What follows belongs to an exercise in optimizing a design on an open flow for small area and a short achievable clock period; a production flow would make more cautious choices. At most, simulation tests tie the RTL to the original design; equivalence was not proved. Only the layout flow was run in runs 1 and 2; the RTL was not checked for function there. No activity file was given, so power comes from the tool's default toggle rates.

--- flow/config.mk ---
export PLATFORM = sky130hd
export DESIGN_NAME = RV32I_Top
export DESIGN_NICKNAME = RV32I_Top
export VERILOG_FILES = /design/flow/design.v
export SDC_FILE = /design/flow/constraint.sdc
export NUM_CORES = 4
export LEC_CHECK = 0
export CAP_MARGIN = 20
export CORE_MARGIN = 2
export CORE_UTILIZATION = 40
export SLEW_MARGIN = 20
export SYNTH_HIERARCHICAL = 1
export SYNTH_MINIMUM_KEEP_SIZE = 0
--- flow/run.sh ---
#!/bin/bash
# synth_recipe.tcl (not shown) runs the flow's synth.tcl, then flattens the netlist and writes it again
# the make line also repeats each setting of config.mk as NAME=value (left out here)
make -C /OpenROAD-flow-scripts/flow DESIGN_CONFIG=/design/flow/config.mk WORK_HOME=/design/flow/orfs CLKGATE_MAP_FILE= SYNTH_SCRIPT=/design/flow/synth_recipe.tcl finish
--- flow/design.v ---
module Addr_Add
	(input [31:0] a_n, b,
	 output [31:0] s);
	wire [31:0] g0, p0;
	genvar i, l;
	generate
		for (i = 0; i < 32; i = i + 1) begin : g_pg
			g_nor2b  ug (.a(a_n[i]), .bn(b[i]), .y(g0[i]));    
			g_xnor2  up (.a(a_n[i]), .b(b[i]), .y(p0[i]));     
		end
	endgenerate
	wire [31:0] gg [0:5];
	wire [31:0] pp [0:5];
	assign gg[0] = g0;
	assign pp[0] = p0;
	generate
		for (l = 1; l <= 5; l = l + 1) begin : g_lvl
			localparam integer d = 1 << (l - 1);
			for (i = 0; i < 32; i = i + 1) begin : g_node
				if (i < d) begin : g_pass
					g_inv ug (.a(gg[l-1][i]), .y(gg[l][i]));
					assign pp[l][i] = 1'b0;
				end else if (l % 2 == 1) begin : g_odd
					g_a21oi ug (.a1(pp[l-1][i]), .a2(gg[l-1][i-d]), .b1(gg[l-1][i]), .y(gg[l][i]));
					if (i >= 2*d) begin : g_p
						g_nand2 up (.a(pp[l-1][i]), .b(pp[l-1][i-d]), .y(pp[l][i]));
					end else begin : g_np
						assign pp[l][i] = 1'b1;
					end
				end else begin : g_even
					g_o21ai ug (.a1(pp[l-1][i]), .a2(gg[l-1][i-d]), .b1(gg[l-1][i]), .y(gg[l][i]));
					if (i >= 2*d) begin : g_p
						g_nor2 up (.a(pp[l-1][i]), .b(pp[l-1][i-d]), .y(pp[l][i]));
					end else begin : g_np
						assign pp[l][i] = 1'b0;
					end
				end
			end
		end
	endgenerate
	assign s[0] = p0[0];
	generate
		for (i = 1; i < 32; i = i + 1) begin : g_sum
			g_xnor2 us (.a(p0[i]), .b(gg[5][i-1]), .y(s[i]));
		end
	endgenerate
endmodule
module g_o22ai (input a1, a2, b1, b2, output y); assign y = ~((a1 | a2) & (b1 | b2)); endmodule
module g_o21ai (input a1, a2, b1, output y); assign y = ~((a1 | a2) & b1); endmodule
module g_a21oi (input a1, a2, b1, output y); assign y = ~((a1 & a2) | b1); endmodule
module g_nor4 (input a, b, c, d, output y); assign y = ~(a | b | c | d); endmodule
module g_nand4 (input a, b, c, d, output y); assign y = ~(a & b & c & d); endmodule
module g_nand2 (input a, b, output y); assign y = ~(a & b); endmodule
module g_nor2 (input a, b, output y); assign y = ~(a | b); endmodule
module g_xor2 (input a, b, output y); assign y = a ^ b; endmodule
module g_xnor2 (input a, b, output y); assign y = ~(a ^ b); endmodule
module g_inv (input a, output y); assign y = ~a; endmodule
module g_or16 (input [15:0] a, output y); assign y = |a; endmodule
module g_nor2b (input a, bn, output y); assign y = ~a & bn; endmodule
module RF_Read
	(input [991:0] rf,
	 input [4:0] rs,
	 output [31:0] q_n);
	wire [3:0] lo;
	wire [7:0] hi;
	assign lo[0] = ~rs[1] & ~rs[0];
	assign lo[1] = ~rs[1] &  rs[0];
	assign lo[2] =  rs[1] & ~rs[0];
	assign lo[3] =  rs[1] &  rs[0];
	genvar gi, gb, gj;
	generate
		for (gi = 0; gi < 8; gi = gi + 1) begin : g_hi
			assign hi[gi] = (rs[4:2] == gi);
		end
	endgenerate
	wire [31:0] sn;
	generate
		for (gi = 0; gi < 32; gi = gi + 1) begin : g_sel
			g_nand2 u (.a(lo[gi % 4]), .b(hi[gi / 4]), .y(sn[gi]));
		end
	endgenerate
	generate
		for (gb = 0; gb < 32; gb = gb + 1) begin : g_bit
			wire [15:0] y;
			g_o21ai u0 (.a1(sn[1]), .a2(rf[gb]), .b1(sn[0]), .y(y[0]));
			for (gj = 1; gj < 16; gj = gj + 1) begin : g_pair
				g_o22ai u (.a1(sn[2*gj]), .a2(rf[32*(2*gj-1) + gb]),
				           .b1(sn[2*gj+1]), .b2(rf[32*(2*gj) + gb]), .y(y[gj]));
			end
			g_or16 un (.a(y), .y(q_n[gb]));
		end
	endgenerate
endmodule
module RV32I_Top #(parameter n = 32)
	(input clk, rst, shift_done,
	input [n-1:0] dmem_out, imem_out,
	output w_en_to_bus_for_dmem,
	output [n-1:0] addr_dmem,
	output [n-1:0] data_dmem,
	output [n-1:0] pc_to_imem);
	wire [31:0] in = imem_out;
	wire [6:0] op = in[6:0];
	wire [2:0] f3 = in[14:12];
	wire [6:0] f7 = in[31:25];
	wire [4:0] rs1 = in[19:15];
	wire [4:0] rs2 = in[24:20];
	wire [4:0] rd  = in[11:7];
	wire op_r     = op == 7'b0110011;
	wire op_i     = op == 7'b0010011;
	wire op_ld    = op == 7'b0000011;
	wire op_st    = op == 7'b0100011;
	wire op_br    = op == 7'b1100011;
	wire op_jalr  = op == 7'b1100111;
	wire op_jal   = op == 7'b1101111;
	wire op_lui   = op == 7'b0110111;
	wire op_auipc = op == 7'b0010111;
	wire r_ok  = op_r & ((f3 != 3'b000) | (f7 == 7'b0000000) | (f7 == 7'b0100000));
	wire i_ok  = op_i & (f3 != 3'b001) & (f3 != 3'b101);
	wire ld_ok = op_ld & ~f3[2] & ~f3[0];           
	wire st_ok = op_st & ~f3[2] & ~f3[0];           
	wire wr_reg = r_ok | i_ok | ld_ok | op_jalr | op_jal | op_lui | op_auipc;
	wire br_eq  = op_br & (f3 == 3'b000);
	wire br_ne  = op_br & (f3 == 3'b001);
	wire br_lt  = op_br & (f3 == 3'b100);
	wire br_ge  = op_br & (f3 == 3'b101);
	wire [31:0] immI = {{20{in[31]}}, in[31:20]};
	wire [31:0] immLS = {{20{in[31]}}, in[31:25], in[5] ? in[11:7] : in[24:20]};
	wire [31:0] immB = {{19{in[31]}}, in[31], in[7], in[30:25], in[11:8], 1'b0};
	wire [31:0] immU = {in[31:12], 12'h000};
	wire [31:0] immJ = {{12{in[31]}}, in[31], in[19:12], in[20], in[30:21]};
	reg [31:0] rf [1:31];
	wire [31:0] wdata;
	wire [31:0] wdata_r = wdata & {32{~rst}};
	wire [31:1] wen;
	wire [991:0] rf_flat;
	genvar gi;
	generate
		for (gi = 1; gi < 32; gi = gi + 1) begin : g_rf
			assign wen[gi] = rst | (wr_reg & (rd == gi));
			always @(posedge clk)
				if (wen[gi]) rf[gi] <= wdata_r;
			assign rf_flat[32*gi-1 -: 32] = rf[gi];
		end
	endgenerate
	wire [31:0] a_n, b_n;
	RF_Read rd1 (.rf(rf_flat), .rs(rs1), .q_n(a_n));
	RF_Read rd2 (.rf(rf_flat), .rs(rs2), .q_n(b_n));
	wire [31:0] a = ~a_n;
	wire [31:0] b = ~b_n;
	reg [31:0] pc;
	wire [31:0] pc4 = pc + 32'd4;
	wire [31:0] sum_ls;
	Addr_Add addr_add (.a_n(a_n), .b(immLS), .s(sum_ls));
	wire use_b = op_r | op_br | op_jalr;
	wire [31:0] op2 = use_b ? b : immI;
	wire sub = op_br | ((op_r | op_i) & (f3[2:1] == 2'b01)) | (op_r & (f3 == 3'b000) & in[30]);
	wire [32:0] sum_ab = {1'b0, a} + {1'b0, op2 ^ {32{sub}}} + {32'b0, sub};
	wire [31:0] res_as = sum_ab[31:0];
	wire carry = sum_ab[32];
	wire lt_s = (a[31] ^ op2[31]) ? a[31] : res_as[31];
	wire lt_u = ~carry;
	wire [31:0] sll = b[4] ? {a[15:0], 16'b0} : b[3] ? {a[23:0], 8'b0} : b[2] ? {a[27:0], 4'b0} :
	                  b[1] ? {a[29:0], 2'b0} : b[0] ? {a[30:0], 1'b0} : a;
	wire [31:0] srl = b[4] ? {16'b0, a[31:16]} : b[3] ? {8'b0, a[31:8]} : b[2] ? {4'b0, a[31:4]} :
	                  b[1] ? {2'b0, a[31:2]} : b[0] ? {1'b0, a[31:1]} : a;
	reg [31:0] alu;
	always @(*) begin
		case (f3)
			3'b000: alu = op_r ? res_as : sum_ls;
			3'b001: alu = sll;
			3'b010: alu = {31'b0, lt_s};
			3'b011: alu = {31'b0, lt_u};
			3'b100: alu = a ^ op2;
			3'b101: alu = srl;
			3'b110: alu = a | op2;
			default: alu = a & op2;
		endcase
	end
	wire [31:0] lb = dmem_out[7] ? (dmem_out | 32'hffffff00) : (dmem_out | 32'h000000ff);
	wire [31:0] pc_imm = pc + (op[6] ? immB : immU);
	assign wdata = op[2] ? (op[6] ? pc4 : (op[5] ? immU : pc_imm))
	                     : (op[4] ? alu : (f3[1] ? dmem_out : lb));
	wire eq = (a == b);
	wire taken = op_jal | op_jalr | (br_eq & eq) | (br_ne & ~eq) | (br_lt & res_as[31]) | (br_ge & ~res_as[31]);
	wire [31:0] tgt = op_jal ? {immJ[31:1], 1'b0} : op_jalr ? {res_as[31:1], 1'b0} : pc_imm;
	always @(posedge clk)
		if (rst) pc <= 32'b0;
		else if (shift_done) pc <= taken ? tgt : pc4;
	assign pc_to_imem = pc;
	assign w_en_to_bus_for_dmem = st_ok;
	assign addr_dmem = sum_ls;
	assign data_dmem = {in[13] ? b[31:8] : 24'b0, b[7:0]};
endmodule
--- flow/constraint.sdc ---
create_clock -name core_clock -period 12.5 [get_ports {clk}]
set_input_delay 2.5000 -clock core_clock [delete_from_list [all_inputs] [get_ports {clk}]]
set_output_delay 2.5000 -clock core_clock [all_outputs]
set_load 0.01 [all_outputs]
==> results of run 1 <==
-- per-layer routing --
layer | share of wire, % | up-vias | global-route usage [%] | wire length [µm]
met5 | 0.039 | - | 0 | 108
met4 | 9.6 | 12 | 31.1 | 26600
met3 | 13 | 963 | 12.9 | 36900
met2 | 42 | 4339 | 56.5 | 117000
met1 | 35 | 25251 | 48.0 | 97700
li1 | - | 21025 | - | -
-- sequential cells by signal, indices dropped and copies added, names as in the netlist --
register and count:
pc 31, rf 992
-- per-module statistics from Yosys (local to each module, per instance), excerpt --
module / flip-flops and latches / area [µm²] / cells inside
Addr_Add: 0 / 7.51 / 1
g_nor2b: 0 / 13.8 / 1
RF_Read: 0 / 87.6 / 12
g_or16: 0 / 31.3 / 5
g_o22ai: 0 / 6.26 / 1
g_xnor2: 0 / 8.76 / 1
-- synthesized netlist by cell type (21+ instances only) --
library cell / n
o22ai_1: 995
edfxtp_1: 992
nand2_1: 308
nor4_1: 265
nor2_1: 256
a21oi_1: 250
o21ai_0: 246
xnor2_1: 157
clkbuf_1: 145
inv_1: 144
ha_1: 127
o21ai_1: 123
nand4_1: 88
a21oi_2: 72
xor2_1: 55
a21o_1: 50
nand3_1: 49
a211oi_1: 40
a31oi_1: 40
nor3_1: 35
nor2b_4: 32
dfxtp_1: 31
o211ai_1: 30
nand2b_1: 27
a221oi_1: 25
o221ai_1: 25
and2_1: 24
and3_1: 22
o21bai_1: 21
-- metrics by stage --
step / hold WS [ns] / util, %
5_1_grt: 0.581 / 48.2
6_report: 0.553 / 48.2
3_5_place_dp: 0.542 / 45.4
4_1_cts: 0.549 / 48.0
2_1_floorplan: 0.508 / -
3_3_place_gp: 0.536 / 45.2
-- logic make-up (layout without fill, tap and decap cells) --
group,count (synthesis),in the layout,synth area share [%]
DFF,1023,1023,56.1
muxes,23,23,0.438
AOI/OAI and AO/OA,2024,2024,23.3
adders and majority gates,129,129,3.00
buffers and inverters,323,909,2.35
and+or+nand+nor,1171,1171,11.4
other,1,12,0.00691
xor gates and xnor gates,212,212,3.42
-- area by class of cell --
cell class                 count  area [µm²]  area share (%)
multi-input combinational   3560       23400            36.0
antenna                       11        27.5          0.0423
tap                         1781        2230            3.43
timing repair buffer         565        4810            7.40
sequential                  1023       30400            46.8
inverter                     148         556           0.854
clock buffer                 126        2770            4.26
clock inverter                70         826            1.27
-- worst paths after layout --
kind                              startpoint             to  slack (ns)  cells past startpoint
worst max-delay path            imem_out[19]  addr_dmem[10]        0.33                     15
worst min-delay path                   pc[1]          pc[1]        0.55                      2
worst max register to register     rf[24][1]      rf[1][18]        5.55                     19
worst min register to register         pc[1]          pc[1]        0.55                      2
-- report_power, final --
group / internal (mW) / switching, mW
registers: 4.11 / 0.153
logic: 0.898 / 2.05
clock network: 1.86 / 1.41
total: 6.87 / 3.61
-- critical path: cells and delay by family --
kind                   cells  cell delay (ns)
AND/OR/NAND/NOR            7             3.37
buffers and inverters      4             2.07
AO/OA/AOI/OAI              2             0.42
XOR/XNOR                   2             1.27
==> flow_summary_export.csv, run 1 <==
group,metric,value,unit
final_layout,final_nets,5600,
sta,tns,0,ns
place,dpl_cell_area,61200,µm²
floorplan,die-width,372,µm
routing,viasPerCell,7.08,
critical_path,startpoint_type,"input port",
logic_synthesis,ys.warnings.count,9,
power_and_ir_drop,irDropWorstVdd,0.103,mV
logic_synthesis,yosysTopAreaCell,"edfxtp_1",
final_layout,final_common_cell,"edfxtp_1",
sta,relSlewSlack,8.24,%
final_layout,layoutNonFillerInstCount,7284,
clocking,numCtsBuffers,106,
sta,period_needed,12.17,ns
logic_synthesis,synthDominantCellAreaShare,54.9,%
routing,wl_per_cell,38.2,µm
global_route,track_usage,39.2,%
global_route,gr-total-overflow,0,
critical_path,endpoint_kind,"output pin",
sta,max_freq,0.0821,GHz
routing,vias,51590,
logic_synthesis,ys_ff_latch,1023,
logic_synthesis,synth-edff-count,992,
routing,detail_route.drc_violations,0,
final_layout,fin_area,65000,µm²
critical_path,crit_required,10.00,ns
logic_synthesis,yosys-top-cells-area,"edfxtp_1, o22ai_1, nor4_1",
clocking,cts.repair.resized,0,
clocking,clk_path_buf_depth,3,
clocking,holdBufCountCts,0,
sta,final.setup_skew,0.0808,ns
routing,drtIter0Drc,8738,
place,dp_worst_setup_slack,0.959,ns
logic_synthesis,synth_area_per_cell,11.1,µm²
sta,grt_setup_unrepaired,"false",
status,status,"complete, no violations",
place,numPortBuffers,162,
sta,finalCritPeriodShare,97.4,%
logic_synthesis,synth-seq-area-share,56.1,%
global_route,grt_max_degree,70,
critical_path,crit_chain,"clkdlybuf4s50_1 > nor3b_1 > nand2_1 > buf_4 > o22ai_1 > nor4_1 > nand4_1 > xnor2_1 > nand2_1 > nor2_1 > nand2_1 > o21ai_1 > inv_1 > xnor2_1 > clkdlybuf4s50_1",
final_layout,fillCellCount,12246,
sta,hold_viol_final,0,
global_route,grt_pass1_wl,379,mm
clocking,cts_tree,"yes",
floorplan,ios,164,
critical_path,arrival,9.67,ns
logic_synthesis,synthFlopType,"edfxtp_1",
power_and_ir_drop,power.total,10.5,mW
final_layout,area_growth_syn_to_layout,19.9,%
clocking,htreeDepth,3,
sta,tightest_slew,1.36,ns
floorplan,core,135000,µm²
clocking,clkTransAtPathRegs,0.06,ns
logic_synthesis,synth-async-reset-ratio,0,%
routing,route.final.wire_length,278,mm
final_layout,drive_gt1_share,15.4,%
power_and_ir_drop,powerDensity,161,nW/µm²
floorplan,die-area,139000,µm²
floorplan,fp-row-count,135,
critical_path,max_stage_delay,0.99,ns
critical_path,critPathKind,"input port to output pin",
clocking,cts.sinks,1023,
power_and_ir_drop,p_leak,22.9,nW
floorplan,die_height,372,µm
logic_synthesis,synthesis.area,54200,µm²
place,hpwl,192,mm
routing,dr.pass1.iters,7,
worst_hold_path,hp-class,"flop to flop",
clocking,post_cts_buffers,0,
critical_path,cp_max_fo,18,
clocking,cts-root-buf,"clkbuf_16",
critical_path,crit_path_frequent_cell,"nand2_1",
global_route,grt_antenna_before_repair,23,
global_route,grt_pass1_vias,47514,
final_layout,mostFrequentLayoutCells,"edfxtp_1, o22ai_1, buf_4, nand2_1, nor2_1",
logic_synthesis,synthCells,4906,
logic_synthesis,yosysUniqueCellTypes,88,
sta,slew_violations,0,
place,place.gp.congestion,1.10,
sta,fin_ws,0.326,ns
flow_run,drv_cap,0,
place,placedCellCount,7072,
clocking,clock_latency,0.76,ns
floorplan,start_util,40.2,%
routing,ant_nets,0,
critical_path,cp_slowest_cell,"nor4_1",
sta,finalSetupViolCount,0,
==> run 2, diff against run 1 <==
--- a/flow/config.mk
+++ b/flow/config.mk
@@ -8,6 +8,8 @@
 export CAP_MARGIN = 20
 export CORE_MARGIN = 2
 export CORE_UTILIZATION = 40
+export SETUP_SLACK_MARGIN = 4.5
 export SLEW_MARGIN = 20
 export SYNTH_HIERARCHICAL = 1
 export SYNTH_MINIMUM_KEEP_SIZE = 0
+export TNS_END_PERCENT = 10
==> flow_summary_export.csv, run 2 <==
group,metric,value,unit
final_layout,final-seq-area,30400,µm²
critical_path,cp_slowest_cell,"nor4_4",
final_layout,largest_reg_flops,992,
critical_path,max_stage_delay,0.59,ns
routing,detail_route.drc_violations,0,
place,numPortBuffers,162,
place,placedCellCount,7007,
global_route,gr-total-overflow,0,
final_layout,mostFrequentLayoutCells,"edfxtp_1, o22ai_1, buf_4, a21oi_1, o21ai_0",
logic_synthesis,ys.warnings.count,9,
routing,route.final.wire_length,285,mm
critical_path,arrival,6.09,ns
global_route,grt_pass1_wl,387,mm
flow_run,drv_cap,0,
critical_path,crit_chain,"buf_16 > buf_12 > buf_6 > and3b_4 > nand2_8 > buf_12 > o22ai_2 > nor4_4 > nand4_1 > buf_6 > xnor2_4 > nand2_4 > nor2_4 > nand2_2 > o21ai_4 > inv_2 > xnor2_4 > buf_2",
routing,dr.pass1.iters,9,
final_layout,final_nets,5878,
critical_path,startpoint_type,"input port",
power_and_ir_drop,irDropWorstVdd,0.121,mV
logic_synthesis,synthDominantCellAreaShare,54.9,%
clocking,clock_latency,0.79,ns
floorplan,die-area,139000,µm²
clocking,cts_tree,"yes",
final_layout,multi_input_area,27900,µm²
sta,max_freq,0.116,GHz
final_layout,drive_gt1_share,27.9,%
sta,period_needed,8.59,ns
final_layout,regMostFlops,"rf",
global_route,track_usage,39.6,%
logic_synthesis,synthCells,4906,
logic_synthesis,synthesis.area,54200,µm²
logic_synthesis,yosys-top-cells-area,"edfxtp_1, o22ai_1, nor4_1",
sta,final.setup_skew,0.0760,ns
routing,vias,54730,
logic_synthesis,synth_area_per_cell,11.1,µm²
power_and_ir_drop,p_seq_share,38.1,%
sta,tightest_slew,1.30,ns
critical_path,critPathKind,"input port to output pin",
global_route,grt_max_degree,68,
critical_path,cp_max_fo,8,
clocking,cts.sinks,1023,
global_route,grt_pass1_vias,50505,
place,place.gp.congestion,1.06,
power_and_ir_drop,switching_share,34.7,%
sta,finalSetupViolCount,0,
critical_path,crit_required,10.00,ns
sta,grt_setup_unrepaired,"true",
sta,slew_violations,0,
critical_path,path_buf_inv,7,
worst_hold_path,hp-class,"flop to flop",
floorplan,start_util,40.2,%
clocking,htreeDepth,3,
logic_synthesis,ys_ff_latch,1023,
floorplan,die-width,372,µm
power_and_ir_drop,p_leak,27.0,nW
floorplan,core,135000,µm²
logic_synthesis,synth-seq-area-share,56.1,%
logic_synthesis,synthFlopType,"edfxtp_1",
sta,relSlewSlack,13.5,%
routing,drtIter0Drc,9918,
clocking,cts-root-buf,"clkbuf_16",
clocking,clkTransAtPathRegs,0.06,ns
logic_synthesis,synth_most_common_cell,"o22ai_1",
logic_synthesis,yosysTopAreaCell,"edfxtp_1",
final_layout,largestRegisters,"rf: 992 flops, pc: 31 flops",
clocking,numCtsBuffers,107,
final_layout,area_growth_syn_to_layout,36.2,%
status,status,"complete, no violations",
routing,ant_nets,0,
power_and_ir_drop,powerDensity,152,nW/µm²
sta,finalCritPeriodShare,68.7,%
power_and_ir_drop,pwr-share-clk,30.2,%
logic_synthesis,yosysUniqueCellTypes,88,
final_layout,final_common_cell,"edfxtp_1",
final_layout,layoutNonFillerInstCount,7556,
sta,tns,0,ns
critical_path,endpoint_kind,"output pin",
final_layout,fillCellCount,11193,
global_route,grt_antenna_before_repair,24,
clocking,holdBufCountCts,0,
clocking,clk_path_buf_depth,3,
place,hpwl,182,mm
floorplan,die_height,372,µm
sta,hold_viol_final,0,
logic_synthesis,synth-async-reset-ratio,0,%
power_and_ir_drop,p_sw,3.90,mW
logic_synthesis,ys_top_cells_by_count,"o22ai_1, edfxtp_1, nand2_1, nor4_1, nor2_1",
power_and_ir_drop,power_frac_comb,31.7,%
floorplan,ios,164,
routing,wl_per_cell,37.7,µm
sta,fin_ws,3.91,ns
critical_path,cp_top_family,"simple AND/OR/NAND/NOR gates",
power_and_ir_drop,p_int,7.33,mW
place,dp_worst_setup_slack,1.02,ns
logic_synthesis,synth-edff-count,992,
floorplan,fp-row-count,135,
routing,viasPerCell,7.24,
[run 2: cell counts after synthesis]
No cell type changed its count.
[run 2: logic make-up (layout without fill, tap and decap cells)]
kind of cell,after synthesis,in the layout,share of synthesized area [%]
AND/OR/NAND/NOR,1171,1172,11.4
AO/OA/AOI/OAI,2024,2024,23.3
multiplexers,23,23,0.438
XOR/XNOR,212,212,3.42
buffers and inverters,323,1180,2.35
flip-flops,1023,1023,56.1
adder cells (fa/ha/maj),129,129,3.00
other,1,12,0.00691
[run 2: per-stage QoR]
step | total power, mW | utilization [%] | cell area [µm²] | hold WS [ns]
5_1_grt | 11.4 | 54.7 | 73900 | 0.583
4_1_cts | 10.9 | 53.6 | 72300 | 0.557
2_1_floorplan | 5.65 | - | 54300 | 0.508
3_3_place_gp | 6.98 | 44.9 | 60600 | 0.534
6_report | 11.2 | 54.7 | 73900 | 0.569
3_5_place_dp | 6.99 | 44.9 | 60700 | 0.552
[run 2: area by class of cell]
class	instances	share of cell area, %
diodes	11	0.0373
clock buffers	126	3.75
clock inverters	65	1.28
inverters	148	0.757
multi-input cells	3561	37.7
flip-flops and latches	1023	41.2
well taps	1781	3.02
repair buffers	841	12.3
[run 2: worst register-to-register path, cell delays in order, from the launching register on]
cell	delay, ns
edfxtp_1	0.37
o22ai_2	0.12
nor4_4	0.71
nand4_1	0.17
buf_4	0.21
clkinvlp_4	0.17
o21a_4	0.18
nor2_2	0.06
nand2_1	0.09
o21ai_0	0.13
fa_1	0.44
a21oi_1	0.19
o21bai_1	0.10
xnor2_1	0.60
nor2_1	0.18
a21oi_1	0.34
o21ai_0	0.19
o21ai_0	0.35
a211oi_1	0.20
a21oi_1	0.20
nor2_2	0.05
buf_4	0.27
[run 2: what timing repair did]
action                                  in CTS  in global routing
pin swaps                                  268                 90
endpoints found under the setup margin    1087                931
gates cloned                                29                  3
resized for setup                         1160                142
buffers inserted                           241                 72
endpoints found under the hold margin        0                  0
[run 2: worst paths after layout]
check          startpoint       endpoint  slack (ns)  depth (start not counted)
max          imem_out[18]  addr_dmem[10]        3.91                         18
min                 pc[1]          pc[1]        0.57                          2
max reg2reg     rf[30][0]       rf[5][4]        6.79                         21
min reg2reg         pc[1]          pc[1]        0.57                          2
[run 2: Yosys stat by module (local to each module, per instance)]
| module | cell area, µm² | cells | copies in the design | flip-flops and latches |
|---|---|---|---|---|
| RF_Read | 87.6 | 12 | 2 | 0 |
| g_xnor2 | 8.76 | 1 | 63 | 0 |
| g_inv | 3.75 | 1 | 31 | 0 |
| g_nor2b | 13.8 | 1 | 31 | 0 |
| g_nor2 | 3.75 | 1 | 42 | 0 |
| g_or16 | 31.3 | 5 | 64 | 0 |
| RV32I_Top | 43100 | 3130 | 1 | 1023 |
| g_a21oi | 8.76 | 1 | 72 | 0 |
| Addr_Add | 7.51 | 1 | 1 | 0 |
| g_o21ai | 5.00 | 1 | 116 | 0 |
| g_nand2 | 3.75 | 1 | 116 | 0 |
| g_o22ai | 6.26 | 1 | 960 | 0 |
[run 2: per-layer routing]
layer	wire length, µm	up-vias	GRT usage [%]	share of wire, %
li1	-	21620	-	-
met1	94900	26636	47.0	33
met2	118000	5162	57.4	41
met3	44800	1292	16.4	16
met4	26900	20	29.1	9.4
met5	138	-	0	0.048
[run 2: power groups by stage]
| stage | clock network [mW] | logic [mW] | registers [mW] |
|---|---|---|---|
| after global routing | 3.52 | 3.60 | 4.30 |
| after CTS | 3.39 | 3.24 | 4.27 |
| final | 3.39 | 3.56 | 4.28 |
| after detailed placement | 0 | 2.66 | 4.33 |
| after floorplan | 0 | 1.37 | 4.28 |
| after global placement | 0 | 2.66 | 4.32 |
==> run 3, diff against run 2 <==
--- a/flow/design.v
+++ b/flow/design.v
@@ -1,12 +1,13 @@
 module Addr_Add
-	(input [31:0] a_n, b,
+	(input [31:0] a, b,
 	 output [31:0] s);
 	wire [31:0] g0, p0;
+	wire [31:0] b_n = ~b;
 	genvar i, l;
 	generate
 		for (i = 0; i < 32; i = i + 1) begin : g_pg
-			g_nor2b  ug (.a(a_n[i]), .bn(b[i]), .y(g0[i]));    
-			g_xnor2  up (.a(a_n[i]), .b(b[i]), .y(p0[i]));     
+			g_nor2b  ug (.a(b_n[i]), .bn(a[i]), .y(g0[i]));    
+			g_xor2   up (.a(a[i]), .b(b[i]), .y(p0[i]));
 		end
 	endgenerate
 	wire [31:0] gg [0:5];
@@ -42,6 +43,68 @@
 	generate
 		for (i = 1; i < 32; i = i + 1) begin : g_sum
 			g_xnor2 us (.a(p0[i]), .b(gg[5][i-1]), .y(s[i]));
+		end
+	endgenerate
+endmodule
+module Pfx32
+	(input [31:0] g, p,
+	 output [31:0] gn);
+	wire [31:0] gg [0:5];
+	wire [31:0] pp [0:5];
+	assign gg[0] = g;
+	assign pp[0] = p;
+	genvar i, l;
+	generate
+		for (l = 1; l <= 5; l = l + 1) begin : g_lvl
+			localparam integer d = 1 << (l - 1);
+			for (i = 0; i < 32; i = i + 1) begin : g_node
+				if (i < d) begin : g_pass
+					g_inv ug (.a(gg[l-1][i]), .y(gg[l][i]));
+					assign pp[l][i] = 1'b0;
+				end else if (l % 2 == 1) begin : g_odd
+					g_a21oi ug (.a1(pp[l-1][i]), .a2(gg[l-1][i-d]), .b1(gg[l-1][i]), .y(gg[l][i]));
+					if (i >= 2*d) begin : g_p
+						g_nand2 up (.a(pp[l-1][i]), .b(pp[l-1][i-d]), .y(pp[l][i]));
+					end else begin : g_np
+						assign pp[l][i] = 1'b1;
+					end
+				end else begin : g_even
+					g_o21ai ug (.a1(pp[l-1][i]), .a2(gg[l-1][i-d]), .b1(gg[l-1][i]), .y(gg[l][i]));
+					if (i >= 2*d) begin : g_p
+						g_nor2 up (.a(pp[l-1][i]), .b(pp[l-1][i-d]), .y(pp[l][i]));
+					end else begin : g_np
+						assign pp[l][i] = 1'b0;
+					end
+				end
+			end
+		end
+	endgenerate
+	assign gn = gg[5];
+endmodule
+module Inc30
+	(input [31:0] x,
+	 output [31:0] y);
+	wire [29:0] v = x[31:2];
+	wire [29:0] c [0:5];    
+	assign c[0] = v;
+	genvar i, l;
+	generate
+		for (l = 1; l <= 5; l = l + 1) begin : g_lvl
+			localparam integer d = 1 << (l - 1);
+			for (i = 0; i < 30; i = i + 1) begin : g_n
+				if ((i / d) % 2 == 1) begin : g_and
+					assign c[l][i] = c[l-1][i] & c[l-1][(i / d) * d - 1];
+				end else begin : g_keep
+					assign c[l][i] = c[l-1][i];
+				end
+			end
+		end
+	endgenerate
+	assign y[1:0] = x[1:0];
+	assign y[2] = ~v[0];
+	generate
+		for (i = 1; i < 30; i = i + 1) begin : g_s
+			assign y[i+2] = v[i] ^ c[5][i-1];
 		end
 	endgenerate
 endmodule
@@ -60,7 +123,7 @@
 module RF_Read
 	(input [991:0] rf,
 	 input [4:0] rs,
-	 output [31:0] q_n);
+	 output [31:0] q);
 	wire [3:0] lo;
 	wire [7:0] hi;
 	assign lo[0] = ~rs[1] & ~rs[0];
@@ -87,7 +150,14 @@
 				g_o22ai u (.a1(sn[2*gj]), .a2(rf[32*(2*gj-1) + gb]),
 				           .b1(sn[2*gj+1]), .b2(rf[32*(2*gj) + gb]), .y(y[gj]));
 			end
-			g_or16 un (.a(y), .y(q_n[gb]));
+			wire [7:0] z;
+			wire [1:0] w;
+			for (gj = 0; gj < 8; gj = gj + 1) begin : g_z
+				g_nor2 u (.a(y[2*gj]), .b(y[2*gj+1]), .y(z[gj]));
+			end
+			g_nand4 uw0 (.a(z[0]), .b(z[1]), .c(z[2]), .d(z[3]), .y(w[0]));
+			g_nand4 uw1 (.a(z[4]), .b(z[5]), .c(z[6]), .d(z[7]), .y(w[1]));
+			g_nor2 uq (.a(w[0]), .b(w[1]), .y(q[gb]));
 		end
 	endgenerate
 endmodule
@@ -142,21 +212,24 @@
 			assign rf_flat[32*gi-1 -: 32] = rf[gi];
 		end
 	endgenerate
-	wire [31:0] a_n, b_n;
-	RF_Read rd1 (.rf(rf_flat), .rs(rs1), .q_n(a_n));
-	RF_Read rd2 (.rf(rf_flat), .rs(rs2), .q_n(b_n));
-	wire [31:0] a = ~a_n;
-	wire [31:0] b = ~b_n;
+	wire [31:0] a, b;
+	RF_Read rd1 (.rf(rf_flat), .rs(rs1), .q(a));
+	RF_Read rd2 (.rf(rf_flat), .rs(rs2), .q(b));
 	reg [31:0] pc;
-	wire [31:0] pc4 = pc + 32'd4;
+	wire [31:0] pc4;
+	Inc30 inc (.x(pc), .y(pc4));
 	wire [31:0] sum_ls;
-	Addr_Add addr_add (.a_n(a_n), .b(immLS), .s(sum_ls));
+	Addr_Add addr_add (.a(a), .b(immLS), .s(sum_ls));
 	wire use_b = op_r | op_br | op_jalr;
 	wire [31:0] op2 = use_b ? b : immI;
 	wire sub = op_br | ((op_r | op_i) & (f3[2:1] == 2'b01)) | (op_r & (f3 == 3'b000) & in[30]);
-	wire [32:0] sum_ab = {1'b0, a} + {1'b0, op2 ^ {32{sub}}} + {32'b0, sub};
-	wire [31:0] res_as = sum_ab[31:0];
-	wire carry = sum_ab[32];
+	wire [31:0] x = op2 ^ {32{sub}};
+	wire [31:0] g_ab = a & x;
+	wire [31:0] p_ab = a ^ x;
+	wire [31:0] gn_ab;
+	Pfx32 pfx_ab (.g({g_ab[31:1], g_ab[0] | (p_ab[0] & sub)}), .p(p_ab), .gn(gn_ab));
+	wire [31:0] res_as = p_ab ^ {~gn_ab[30:0], sub};
+	wire carry = ~gn_ab[31];
 	wire lt_s = (a[31] ^ op2[31]) ? a[31] : res_as[31];
 	wire lt_u = ~carry;
 	wire [31:0] sll = b[4] ? {a[15:0], 16'b0} : b[3] ? {a[23:0], 8'b0} : b[2] ? {a[27:0], 4'b0} :
@@ -177,7 +250,10 @@
 		endcase
 	end
 	wire [31:0] lb = dmem_out[7] ? (dmem_out | 32'hffffff00) : (dmem_out | 32'h000000ff);
-	wire [31:0] pc_imm = pc + (op[6] ? immB : immU);
+	wire [31:0] imm_pc = op[6] ? immB : immU;
+	wire [31:0] gn_pc;
+	Pfx32 pfx_pc (.g(pc & imm_pc), .p(pc ^ imm_pc), .gn(gn_pc));
+	wire [31:0] pc_imm = (pc ^ imm_pc) ^ {~gn_pc[30:0], 1'b0};
 	assign wdata = op[2] ? (op[6] ? pc4 : (op[5] ? immU : pc_imm))
 	                     : (op[4] ? alu : (f3[1] ? dmem_out : lb));
 	wire eq = (a == b);
==> flow_summary_export.csv, run 3 <==
group,metric,value,unit
status,status,"complete, no violations",
final_layout,final_nets,6269,
sta,tns,0,ns
final_layout,drive_gt1_share,23.7,%
routing,vias,54912,
routing,dr.pass1.iters,7,
final_layout,fillCellCount,12166,
place,placedCellCount,7532,
power_and_ir_drop,pwr-share-clk,28.6,%
critical_path,endpoint_kind,"output pin",
global_route,grt_max_degree,65,
sta,grt_setup_unrepaired,"true",
sta,slew_violations,0,
clocking,htreeDepth,3,
sta,tightest_slew,1.34,ns
global_route,use_met2,56.8,%
final_layout,final_util,52.1,%
critical_path,cp_slowest_cell,"nand4_1",
sta,final.setup_skew,0.0663,ns
routing,route.final.wire_length,289,mm
place,numPortBuffers,163,
routing,drtIter0Drc,9240,
place,hpwl,179,mm
clocking,clock_latency,0.77,ns
final_layout,area_growth_syn_to_layout,29.4,%
sta,max_freq,0.113,GHz
clocking,clkTransAtPathRegs,0.06,ns
final_layout,mostFrequentLayoutCells,"edfxtp_1, o22ai_1, nor2_1, buf_4, nand2_1",
routing,detail_route.drc_violations,0,
final_layout,largest_reg_flops,992,
critical_path,cp_top_family,"simple AND/OR/NAND/NOR gates",
clocking,cts-root-buf,"clkbuf_16",
final_layout,multi_input_area,27900,µm²
floorplan,start_util,40.3,%
power_and_ir_drop,p_int,7.14,mW
sta,period_needed,8.86,ns
global_route,grtUsageMet1,48.2,%
critical_path,critPathKind,"input port to output pin",
critical_path,crit_required,10.00,ns
sta,finalCritPeriodShare,70.9,%
global_route,met3_usage,13.4,%
floorplan,die-area,144000,µm²
global_route,grt_antenna_before_repair,10,
logic_synthesis,synth_area_per_cell,10.4,µm²
clocking,clk_path_buf_depth,3,
power_and_ir_drop,powerDensity,153,nW/µm²
routing,viasPerCell,6.83,
global_route,track_usage,39.0,%
logic_synthesis,ys.warnings.count,11,
routing,ant_nets,0,
routing,wl_per_cell,35.9,µm
clocking,numCtsBuffers,107,
worst_hold_path,hp-class,"flop to flop",
critical_path,startpoint_type,"input port",
global_route,grt_pass1_vias,51147,
global_route,grt.busiest_layer,"met2",
final_layout,layoutNonFillerInstCount,8041,
power_and_ir_drop,p_sw,4.00,mW
power_and_ir_drop,p_leak,26.4,nW
floorplan,ios,164,
power_and_ir_drop,irDropWorstVdd,0.119,mV
floorplan,die-width,379,µm
final_layout,largestRegisters,"rf: 992 flops, pc: 32 flops",
sta,relSlewSlack,10.5,%
global_route,grt_pass1_wl,392,mm
final_layout,final-seq-area,30400,µm²
critical_path,max_stage_delay,0.82,ns
critical_path,arrival,6.36,ns
power_and_ir_drop,p_seq_share,38.4,%
final_layout,regMostFlops,"rf",
sta,finalSetupViolCount,0,
clocking,cts_tree,"yes",
power_and_ir_drop,power_frac_comb,33.0,%
global_route,gr-total-overflow,0,
place,place.gp.congestion,1.07,
floorplan,fp-row-count,137,
sta,hold_viol_final,0,
critical_path,crit_chain,"buf_16 > buf_12 > nor3b_4 > buf_6 > nand2_8 > buf_12 > o22ai_1 > nor2_1 > nand4_1 > nor2_4 > buf_6 > xor2_4 > nand2_4 > nor2_4 > nand2_2 > o21ai_4 > a21oi_2 > xnor2_2 > buf_2",
critical_path,cp_max_fo,8,
power_and_ir_drop,switching_share,35.9,%
critical_path,path_buf_inv,6,
final_layout,final_common_cell,"edfxtp_1",
clocking,cts.sinks,1024,
floorplan,die_height,379,µm
floorplan,core,140000,µm²
logic_synthesis,synthesis.area,56200,µm²
flow_run,drv_cap,0,
logic_synthesis,synthCells,5426,
run 3: final cells by class:
cell class	instances	share of cell area, %
flip-flops and latches	1024	41.8
multi-input cells	4007	38.3
repair buffers	714	10.7
clock buffers	132	3.81
well taps	1876	3.23
inverters	216	1.11
clock inverters	67	0.936
diodes	5	0.0172
run 3: path summary, 6_finish.rpt:
path,start,end,slack (ns),cells after the start
setup reg to reg,rf[20][9],rf[12][16],6.62,20
hold reg to reg,pc[3],pc[3],0.56,2
hold / removal,pc[3],pc[3],0.56,2
setup / recovery,imem_out[18],addr_dmem[26],3.64,19
run 3: worst register-to-register path: stages (launching register included):
cell and delay (ns):
edfxtp_1 0.37, o22ai_1 0.09, nor2_1 0.20, nand4_1 0.66, nor2_2 0.38, buf_8 0.17, buf_4 0.15, buf_4 0.27
ha_1 0.33, nand2_1 0.15, nor2_2 0.22, nand2_1 0.10, o21ai_1 0.21, inv_1 0.08, xor2_1 0.55, nor2_1 0.08
a21oi_1 0.30, o211ai_1 0.14, o22ai_2 0.56, a221oi_4 0.15, buf_4 0.31
run 3: repair_timing:
| item | in CTS | in global routing |
|---|---|---|
| gates resized for setup | 864 | 88 |
| pin swaps | 185 | 60 |
| hold buffers | 0 | 0 |
| setup endpoints to repair | 1088 | 1026 |
| buffers inserted | 199 | 67 |
| gates cloned | 34 | 3 |
run 3: power by group through the flow:
stage	clock (mW)	combinational, mW	sequential, mW
after floorplan	0	1.50	4.30
after global routing	3.33	3.75	4.30
after global placement	0	2.86	4.32
after detailed placement	0	2.85	4.33
final	3.19	3.68	4.28
after CTS	3.19	3.41	4.27
run 3: metrics by stage:
stage          cell area (µm²)  power (mW)  hold slack (ns)  setup WS, ns
2_1_floorplan            56200        5.81            0.533          3.94
3_3_place_gp             62100        7.19            0.549          1.39
3_5_place_dp             62100        7.19            0.554          1.39
4_1_cts                  71500        10.9            0.563          4.16
5_1_grt                  72700        11.4            0.594          3.75
6_report                 72700        11.1            0.564          3.64
run 3: metal layers:
metal	vias to the layer above	routed length [µm]
li1	22337	-
met1	26662	101000
met2	4758	121000
met3	1147	41800
met4	8	25700
met5	-	99
==> run 4, diff against run 3 <==
--- a/flow/design.v
+++ b/flow/design.v
@@ -136,19 +136,21 @@
 			assign hi[gi] = (rs[4:2] == gi);
 		end
 	endgenerate
-	wire [31:0] sn;
-	generate
-		for (gi = 0; gi < 32; gi = gi + 1) begin : g_sel
-			g_nand2 u (.a(lo[gi % 4]), .b(hi[gi / 4]), .y(sn[gi]));
+	wire [31:0] sn [0:1];
+	generate
+		for (gj = 0; gj < 2; gj = gj + 1) begin : g_half
+			for (gi = 0; gi < 32; gi = gi + 1) begin : g_sel
+				g_nand2 u (.a(lo[gi % 4]), .b(hi[gi / 4]), .y(sn[gj][gi]));
+			end
 		end
 	endgenerate
 	generate
 		for (gb = 0; gb < 32; gb = gb + 1) begin : g_bit
 			wire [15:0] y;
-			g_o21ai u0 (.a1(sn[1]), .a2(rf[gb]), .b1(sn[0]), .y(y[0]));
+			g_o21ai u0 (.a1(sn[gb / 16][1]), .a2(rf[gb]), .b1(sn[gb / 16][0]), .y(y[0]));
 			for (gj = 1; gj < 16; gj = gj + 1) begin : g_pair
-				g_o22ai u (.a1(sn[2*gj]), .a2(rf[32*(2*gj-1) + gb]),
-				           .b1(sn[2*gj+1]), .b2(rf[32*(2*gj) + gb]), .y(y[gj]));
+				g_o22ai u (.a1(sn[gb / 16][2*gj]), .a2(rf[32*(2*gj-1) + gb]),
+				           .b1(sn[gb / 16][2*gj+1]), .b2(rf[32*(2*gj) + gb]), .y(y[gj]));
 			end
 			wire [7:0] z;
 			wire [1:0] w;
@@ -215,7 +217,8 @@
 	wire [31:0] a, b;
 	RF_Read rd1 (.rf(rf_flat), .rs(rs1), .q(a));
 	RF_Read rd2 (.rf(rf_flat), .rs(rs2), .q(b));
-	reg [31:0] pc;
+	reg [31:1] pc_r;
+	wire [31:0] pc = {pc_r, 1'b0};
 	wire [31:0] pc4;
 	Inc30 inc (.x(pc), .y(pc4));
 	wire [31:0] sum_ls;
@@ -260,8 +263,8 @@
 	wire taken = op_jal | op_jalr | (br_eq & eq) | (br_ne & ~eq) | (br_lt & res_as[31]) | (br_ge & ~res_as[31]);
 	wire [31:0] tgt = op_jal ? {immJ[31:1], 1'b0} : op_jalr ? {res_as[31:1], 1'b0} : pc_imm;
 	always @(posedge clk)
-		if (rst) pc <= 32'b0;
-		else if (shift_done) pc <= taken ? tgt : pc4;
+		if (rst) pc_r <= 31'b0;
+		else if (shift_done) pc_r <= taken ? tgt[31:1] : pc4[31:1];
 	assign pc_to_imem = pc;
 	assign w_en_to_bus_for_dmem = st_ok;
 	assign addr_dmem = sum_ls;
--- a/flow/config.mk
+++ b/flow/config.mk
@@ -12,4 +12,4 @@
 export SLEW_MARGIN = 20
 export SYNTH_HIERARCHICAL = 1
 export SYNTH_MINIMUM_KEEP_SIZE = 0
-export TNS_END_PERCENT = 10
+export TNS_END_PERCENT = 0
==> flow_summary_export.csv, run 4 <==
group,metric,value,unit
status,status,"complete, no violations",
routing,drtIter0Drc,9295,
critical_path,crit_required,13.00,ns
critical_path,cp_max_fo,31,
critical_path,endpoint_kind,"flop",
routing,route.final.wire_length,282,mm
sta,slew_violations,0,
sta,finalCritPeriodShare,69.6,%
clocking,clkTransAtPathRegs,0.06,ns
floorplan,die-width,382,µm
clocking,cts.sinks,1023,
clocking,clock_latency,0.77,ns
final_layout,area_growth_syn_to_layout,23.6,%
critical_path,arrival,9.20,ns
final_layout,mostFrequentLayoutCells,"o22ai_1, edfxtp_1, nor2_1, nand2_1, buf_4",
worst_hold_path,min_from,"pc_r[10]",
flow_run,drv_cap,0,
sta,fin_ws,3.80,ns
sta,max_freq,0.115,GHz
final_layout,largestRegisters,"rf: 992 flops, pc_r: 31 flops",
global_route,grt_pass1_wl,390,mm
critical_path,startpoint_type,"input port",
floorplan,die-area,146000,µm²
power_and_ir_drop,p_leak,24.9,nW
sta,finalSetupViolCount,0,
routing,detail_route.drc_violations,0,
power_and_ir_drop,irDropWorstVdd,0.118,mV
routing,dr.pass1.iters,11,
critical_path,crit_start,"imem_out[23]",
clocking,clk_path_buf_depth,3,
final_layout,final_nets,6244,
place,hpwl,199,mm
floorplan,core,142000,µm²
final_layout,regMostFlops,"rf",
sta,period_needed,8.70,ns
clocking,holdBufCountCts,0,
floorplan,ios,164,
sta,tightest_slew,1.22,ns
logic_synthesis,synthesis.area,57200,µm²
final_layout,drive_gt1_share,20.3,%
final_layout,multi_input_area,28700,µm²
floorplan,fp-row-count,138,
clocking,cts_tree,"yes",
place,numPortBuffers,162,
critical_path,reg2reg_from,"rf[10][5]",
power_and_ir_drop,powerDensity,158,nW/µm²
sta,hold_viol_final,0,
sta,final.setup_skew,0.0505,ns
routing,wl_per_cell,35.2,µm
routing,vias,55248,
logic_synthesis,ys.warnings.count,12,
sta,tns,0,ns
final_layout,largest_reg_flops,992,
sta,relSlewSlack,18.4,%
place,place.gp.congestion,1.09,
final_layout,fillCellCount,12684,
sta,grt_setup_unrepaired,"true",
clocking,numCtsBuffers,108,
routing,ant_nets,0,
place,dp_worst_setup_slack,1.46,ns
floorplan,start_util,40.3,%
global_route,track_usage,37.3,%
global_route,grt_antenna_before_repair,13,
global_route,grt_pass1_vias,50947,
logic_synthesis,synthCells,5630,
logic_synthesis,synth_area_per_cell,10.2,µm²
critical_path,critPathKind,"input port to flop",
final_layout,fin_area,70700,µm²
floorplan,die_height,382,µm
routing,viasPerCell,6.88,
clocking,cts-root-buf,"clkbuf_16",
final_layout,final_common_cell,"o22ai_1",
clocking,htreeDepth,3,
global_route,gr-total-overflow,0,
place,dpl_cell_area,62000,µm²
worst_hold_path,hp-class,"flop to flop",
final_layout,final-seq-area,30400,µm²
global_route,grt_max_degree,69,
-- run 4: where the power goes --
group          total [mW]  internal (mW)  switching (mW)  leakage, nW
registers            4.30           4.14           0.163         10.4
logic                3.69           1.19            2.50         12.9
clock network        3.18           1.75            1.43         1.68
total                11.2           7.07            4.10         24.9
-- run 4: layer usage --
layer	track usage (%)	up-vias	wire (µm)
li1	-	22702	-
met1	49.4	27088	104000
met2	54.5	4607	119000
met3	11.7	839	40600
met4	20.0	12	18800
met5	0	-	80
-- run 4: timing repair --
| action | 4_1_cts | 5_1_grt |
|---|---|---|
| endpoints found under the hold margin | 0 | 0 |
| endpoints found under the setup margin | 1087 | 932 |
| setup buffers | 137 | 16 |
| pin swaps | 147 | 65 |
| gates cloned | 6 | 1 |
| resized for setup | 792 | 72 |
-- run 4: per-stage QoR --
stage	cells	hold WS, ns	total power, mW	utilization, %
floorplan	5633	0.584	5.85	-
global placement	7662	0.645	7.35	43.8
detailed placement	7662	0.673	7.34	43.8
CTS	8003	0.684	10.9	49.4
global route	8023	0.727	11.4	49.8
finish	8033	0.692	11.2	49.8
-- run 4: critical path, stage by stage --
cell             delay [ns]
clkdlybuf4s18_2        0.52
buf_4                  0.27
and3b_4                0.32
nand2_2                0.38
o22ai_1                0.14
nor2_1                 0.37
nand4_1                0.15
nor2_1                 0.63
a21oi_1                0.13
buf_4                  0.22
xnor2_1                0.13
ha_1                   0.48
nand2_1                0.14
nor2_1                 0.25
nand2_1                0.15
o21ai_1                0.17
a21oi_2                0.07
xnor2_2                0.38
nand2_1                0.20
a21oi_2                0.45
nor4_1                 0.27
a2111oi_2              0.34
buf_4                  0.46
-- run 4: layout make-up --
type                    instances  area share [%]
inverters                     214            1.14
multi-input cells            4199            40.6
repair buffers                499            6.97
diodes                         10          0.0354
clock inverters                70           0.955
clock buffers                 128            3.93
well taps                    1890            3.35
flip-flops and latches       1023            43.0
-- run 4: path summary, 6_finish.rpt --
path                                  end  depth (start not counted)  slack (ns)
worst max-delay path            rf[8][18]                         23        3.80
worst min-delay path             pc_r[10]                          4        0.69
worst max register to register  rf[6][28]                         18        6.64
worst min register to register   pc_r[10]                          4        0.69
==> run 5, diff against run 4 <==
--- a/flow/config.mk
+++ b/flow/config.mk
@@ -8,7 +8,7 @@
 export CAP_MARGIN = 20
 export CORE_MARGIN = 2
 export CORE_UTILIZATION = 40
-export SETUP_SLACK_MARGIN = 4.5
+export SETUP_SLACK_MARGIN = 5.0
 export SLEW_MARGIN = 20
 export SYNTH_HIERARCHICAL = 1
 export SYNTH_MINIMUM_KEEP_SIZE = 0
==> flow_summary_export.csv, run 5 <==
group,metric,value,unit
status,status,"complete, no violations",
global_route,grt_max_degree,67,
routing,dr.pass1.iters,10,
critical_path,crit_start,"imem_out[21]",
place,dpl_cell_area,62500,µm²
final_layout,fin_area,72900,µm²
sta,finalSetupViolCount,0,
power_and_ir_drop,irDropWorstVdd,0.133,mV
floorplan,ios,164,
critical_path,reg2reg_from,"rf[14][6]",
final_layout,largest_reg_flops,992,
routing,ant_nets,0,
global_route,grt_antenna_before_repair,11,
critical_path,arrival,8.98,ns
critical_path,startpoint_type,"input port",
clocking,cts.sinks,1023,
critical_path,max_stage_delay,0.64,ns
place,place.gp.congestion,1.06,
floorplan,core,142000,µm²
final_layout,area_growth_syn_to_layout,27.5,%
routing,vias,55367,
floorplan,fp-row-count,138,
logic_synthesis,synth_area_per_cell,10.2,µm²
final_layout,final_nets,6370,
final_layout,largestRegisters,"rf: 992 flops, pc_r: 31 flops",
clocking,cts_tree,"yes",
routing,drtIter0Drc,9674,
logic_synthesis,synthesis.area,57200,µm²
clocking,htreeDepth,3,
critical_path,crit_required,12.95,ns
worst_hold_path,hp-class,"flop to flop",
floorplan,die_height,382,µm
sta,final.setup_skew,0.0610,ns
routing,viasPerCell,6.79,
routing,route.final.wire_length,280,mm
global_route,met3_usage,11.1,%
global_route,gr-total-overflow,0,
critical_path,crit_chain,"dlygate4sd2_1 > nor2_4 > nand2_1 > o21ai_1 > nor2_1 > nand4_1 > nor2_4 > buf_4 > a21oi_1 > xnor2_1 > ha_1 > nand2_1 > nor2_1 > nand2_1 > o21ai_1 > inv_1 > xnor2_1 > nand2_1 > a21oi_1 > nor3_1 > a2111oi_4 > buf_6",
final_layout,drive_gt1_share,22.9,%
critical_path,cp_slowest_cell,"nor2_4",
critical_path,cp_max_fo,31,
final_layout,fillCellCount,12506,
sta,max_freq,0.117,GHz
critical_path,cp_top_family,"simple AND/OR/NAND/NOR gates",
flow_run,drv_cap,0,
global_route,use_met2,54.1,%
clocking,clk_path_buf_depth,3,
sta,grt_setup_unrepaired,"true",
clocking,holdBufCountCts,0,
sta,tns,0,ns
floorplan,die-width,382,µm
critical_path,endpoint_kind,"flop",
clocking,clkTransAtPathRegs,0.07,ns
final_layout,regMostFlops,"rf",
logic_synthesis,ys.warnings.count,12,
global_route,grt_pass1_wl,382,mm
logic_synthesis,synthCells,5630,
power_and_ir_drop,p_leak,26.1,nW
worst_hold_path,whs_path_depth,4,
critical_path,critPathKind,"input port to flop",
global_route,grtUsageMet1,46.7,%
global_route,track_usage,36.5,%
worst_hold_path,min_from,"pc_r[30]",
sta,relSlewSlack,19.3,%
global_route,grt_pass1_vias,50394,
final_layout,final_common_cell,"o22ai_1",
critical_path,cp_num_cells,22,
sta,slew_violations,0,
sta,tightest_slew,1.20,ns
sta,period_needed,8.52,ns
routing,detail_route.drc_violations,0,
clocking,clock_latency,0.75,ns
critical_path,crit_path_frequent_cell,"nand2_1",
final_layout,mostFrequentLayoutCells,"o22ai_1, edfxtp_1, nor2_1, nand2_1, buf_4",
critical_path,path_buf_inv,4,
place,numPortBuffers,162,
power_and_ir_drop,powerDensity,157,nW/µm²
routing,wl_per_cell,34.4,µm
clocking,numCtsBuffers,106,
floorplan,start_util,40.3,%
floorplan,die-area,146000,µm²
clocking,cts-root-buf,"clkbuf_16",
place,hpwl,189,mm
critical_path,rr_worst_depth,18,
global_route,grt.busiest_layer,"met2",
sta,finalCritPeriodShare,68.2,%
sta,hold_viol_final,0,
==> run 5: repair_timing <==
item	CTS	global route
buffers inserted	142	87
resized for setup	881	188
setup endpoints to repair	1087	1087
cloned	13	6
pin swaps	177	121
==> run 5: layout make-up <==
cell class | instances | area (µm²) | area share [%]
antenna | 3 | 7.51 | 0.0103
clock buffer | 124 | 2760 | 3.79
clock inverter | 74 | 1030 | 1.41
inverter | 214 | 803 | 1.10
multi-input combinational | 4202 | 29000 | 39.8
sequential | 1023 | 30400 | 41.7
tap | 1890 | 2360 | 3.25
timing repair buffer | 624 | 6480 | 8.89
==> run 5: path summary, 6_finish.rpt <==
kind | endpoint | slack [ns]
worst min-delay path | pc_r[30] | 0.70
worst max-delay path | rf[31][15] | 3.98
worst max register to register | rf[31][15] | 6.95
worst min register to register | pc_r[30] | 0.70
==> run 5: metrics by stage <==
step / total power, mW / utilization [%] / setup WS, ns / instances / hold WS [ns]
after global routing: 11.7 / 51.4 / 3.96 / 8151 / 0.698
after detailed placement: 7.27 / 44.1 / 1.61 / 7702 / 0.670
after floorplan: 5.86 / - / 4.59 / 5633 / 0.585
after CTS: 11.1 / 50.2 / 4.24 / 8055 / 0.678
after global placement: 7.28 / 44.1 / 1.39 / 7701 / 0.657
final: 11.4 / 51.4 / 3.98 / 8154 / 0.701
==> run 5: worst min-delay path, delay by kind of cell, from the launching register on <==
kind	cells	cell delay (ns)
flops	1	0.36
compound gates	1	0.07
simple gates	3	0.22
==> run 5: routing by layer <==
metal / vias to the layer above / wire [µm]
met2: 4483 / 119000
met4: 10 / 21800
met5: - / 74
li1: 22927 / -
met1: 26964 / 102000
met3: 983 / 37800
==> run 5: where the power goes <==
part           total, mW  internal (mW)  switching (mW)
sequential          4.30           4.14           0.164
combinational       3.69           1.21            2.48
clock               3.43           2.03            1.41
total               11.4           7.38            4.05
==> run 6, diff against run 5 <==
--- a/flow/config.mk
+++ b/flow/config.mk
@@ -7,8 +7,9 @@
 export LEC_CHECK = 0
 export CAP_MARGIN = 20
 export CORE_MARGIN = 2
-export CORE_UTILIZATION = 40
-export SETUP_SLACK_MARGIN = 5.0
+export CORE_UTILIZATION = 45
+export PLACE_DENSITY = 0.7
+export SETUP_SLACK_MARGIN = 4.5
 export SLEW_MARGIN = 20
 export SYNTH_HIERARCHICAL = 1
 export SYNTH_MINIMUM_KEEP_SIZE = 0
==> flow_summary_export.csv, run 6 <==
group,metric,value,unit
critical_path,startpoint_type,"input port",
flow_run,drv_cap,0,
final_layout,largest_reg_flops,992,
sta,finalCritPeriodShare,68.9,%
logic_synthesis,synthCells,5630,
critical_path,cp_max_fo,31,
worst_hold_path,hold-path-endpoint,"pc_r[10]",
clocking,cts-root-buf,"clkbuf_16",
final_layout,drive_gt1_share,21.3,%
logic_synthesis,ys.warnings.count,12,
critical_path,max_stage_delay,0.57,ns
routing,wl_per_cell,35.9,µm
final_layout,largestRegisters,"rf: 992 flops, pc_r: 31 flops",
critical_path,path_buf_inv,6,
power_and_ir_drop,pwr-share-clk,27.9,%
power_and_ir_drop,p_leak,25.0,nW
status,status,"complete, no violations",
sta,finalSetupViolCount,0,
global_route,grt_antenna_before_repair,16,
routing,detail_route.drc_violations,0,
sta,tns,0,ns
sta,hold_viol_final,0,
final_layout,final_util,56.5,%
routing,ant_nets,0,
clocking,cts.sinks,1023,
global_route,grt_pass1_wl,385,mm
clocking,clock_latency,0.78,ns
power_and_ir_drop,p_sw,4.08,mW
global_route,grt_max_degree,67,
routing,viasPerCell,7.12,
critical_path,rr_worst_depth,18,
critical_path,reg2reg_from,"rf[14][5]",
worst_hold_path,min_from,"pc_r[10]",
critical_path,crit_required,12.91,ns
critical_path,arrival,9.02,ns
global_route,grt_pass1_vias,51401,
sta,relSlewSlack,13.3,%
routing,route.final.wire_length,281,mm
clocking,clkTransAtPathRegs,0.06,ns
worst_hold_path,whs_path_depth,4,
critical_path,r2r-end,"rf[20][26]",
clocking,holdBufCountCts,0,
final_layout,regMostFlops,"rf",
final_layout,final_nets,6285,
place,numPortBuffers,162,
floorplan,start_util,45.4,%
clocking,clk_path_buf_depth,3,
clocking,cts_tree,"yes",
power_and_ir_drop,power.total,11.1,mW
critical_path,cp_slowest_cell,"a21oi_2",
sta,tightest_slew,1.30,ns
floorplan,fp-row-count,130,
floorplan,core,126000,µm²
power_and_ir_drop,power_frac_comb,33.3,%
critical_path,critPathKind,"input port to flop",
routing,dr.pass1.iters,10,
power_and_ir_drop,p_seq_share,38.8,%
final_layout,mostFrequentLayoutCells,"o22ai_1, edfxtp_1, nor2_1, nand2_1, buf_4",
sta,period_needed,8.61,ns
global_route,track_usage,41.5,%
place,hpwl,191,mm
place,place.gp.congestion,1.12,
power_and_ir_drop,switching_share,36.9,%
final_layout,final_common_cell,"o22ai_1",
critical_path,endpoint_kind,"flop",
sta,slew_violations,0,
critical_path,rrSetupSlack,6.72,ns
floorplan,die_height,360,µm
logic_synthesis,synthesis.area,57200,µm²
routing,vias,55759,
worst_hold_path,hp-class,"flop to flop",
sta,final.setup_skew,0.0674,ns
critical_path,cp_top_family,"compound AO/OA/AOI/OAI gates",
power_and_ir_drop,p_int,6.98,mW
power_and_ir_drop,powerDensity,156,nW/µm²
floorplan,ios,164,
final_layout,area_growth_syn_to_layout,24.5,%
sta,grt_setup_unrepaired,"true",
power_and_ir_drop,irDropWorstVdd,0.138,mV
floorplan,die-width,360,µm
routing,drtIter0Drc,10029,
sta,max_freq,0.116,GHz
clocking,htreeDepth,3,
logic_synthesis,synth_area_per_cell,10.2,µm²
floorplan,die-area,130000,µm²
clocking,numCtsBuffers,102,
global_route,gr-total-overflow,0,
-- run 6: worst max path at each step --
stage | depth (start not counted) | slack [ns] | endpoint | start
after global placement | 16 | 0.37 | addr_dmem[28] | imem_out[18]
final | 25 | 3.89 | rf[20][26] | imem_out[21]
after floorplan | 22 | 3.62 | rf[10][14] | imem_out[21]
after global routing | 20 | 4.06 | addr_dmem[30] | imem_out[19]
after CTS | 19 | 4.27 | addr_dmem[26] | imem_out[17]
after detailed placement | 16 | 1.47 | addr_dmem[28] | imem_out[19]
-- run 6: layout make-up --
cell class                 instances  area, µm²
fill                           10566      54800
sequential                      1023      30400
multi-input combinational       4208      29100
timing repair buffer             537       5420
clock buffer                     125       2660
tap                             1650       2060
inverter                         214        803
clock inverter                    66        679
antenna                            4       10.0
-- run 6: repair_timing --
action | 4_1_cts | 5_1_grt
pin swaps | 141 | 95
cloned | 13 | 3
gates resized for setup | 836 | 109
endpoints found under the hold margin | 0 | 0
setup endpoints to repair | 1087 | 963
setup buffers | 121 | 55
-- run 6: power by group through the flow --
| stage | Combinational, mW | Sequential [mW] | Clock [mW] |
|---|---|---|---|
| floorplan | 1.53 | 4.32 | 0 |
| global placement | 2.95 | 4.34 | 0 |
| detailed placement | 2.94 | 4.36 | 0 |
| CTS | 3.38 | 4.29 | 3.09 |
| global route | 3.72 | 4.32 | 3.22 |
| finish | 3.68 | 4.30 | 3.09 |
-- run 6: metrics by stage --
stage               setup WS [ns]  cells  hold WS, ns  area, µm²
global placement            0.368   7434        0.650      61800
detailed placement           1.47   7437        0.669      61900
CTS                          4.27   7762        0.682      69900
finish                       3.89   7827        0.684      71100
floorplan                    3.62   5633        0.584      57200
global route                 4.06   7823        0.739      71100
-- run 6: metal layers --
metal | GRT usage, % | vias to the layer above | wire [µm]
li1 | - | 22805 | -
met4 | 24.9 | 30 | 22500
met2 | 60.2 | 4854 | 116000
met5 | 0 | - | 300
met3 | 15.9 | 1129 | 43900
met1 | 52.4 | 26941 | 98600
-- run 6: worst min-delay path: stages (launching register included) --
cell,delay [ns]
dfxtp_1,0.36
nor2_1,0.10
nor2_1,0.06
nand2_1,0.06
o22ai_1,0.06

==> what the ideal ports hide <==
Ports are ideal in the flow. The routed layouts listed here were re-timed in OpenROAD. Step 1 sets driving cells, clkbuf_16 on the clock port and buf_2 on the other inputs (assumed; they add their load-dependent delay and slew). Step 2 moves the port delays by t, midway between the first and last clock arrival at a register: inputs arrive t later, outputs are due t later. That takes back most of the time a late clock gives input paths. Slacks: ideal ports / drivers / drivers and shift; pairs: ideal ports / drivers.
| run | t, ns | setup WS [ns] | hold WS [ns] | clock arrival spread, ns | cell pins on the clock port's net |
|---|---|---|---|---|---|
| run 1 | 0.791 | 0.326 / 0.298 / 0.298 | 0.553 / 0.553 / 0.553 | 0.081 / 0.081 | 1 |
| run 2 | 0.824 | 3.913 / 3.761 / 3.351 | 0.569 / 0.569 / 0.569 | 0.076 / 0.076 | 1 |
| run 3 | 0.812 | 3.635 / 3.547 / 3.117 | 0.564 / 0.564 / 0.564 | 0.067 / 0.067 | 1 |
| run 4 | 0.825 | 3.798 / 3.816 / 3.014 | 0.692 / 0.692 / 0.692 | 0.051 / 0.050 | 1 |
| run 5 | 0.804 | 3.976 / 3.929 / 3.230 | 0.701 / 0.701 / 0.701 | 0.061 / 0.061 | 1 |
| run 6 | 0.834 | 3.890 / 3.908 / 3.106 | 0.684 / 0.684 / 0.684 | 0.067 / 0.067 | 1 |
After both steps setup and hold are still met in every run listed.
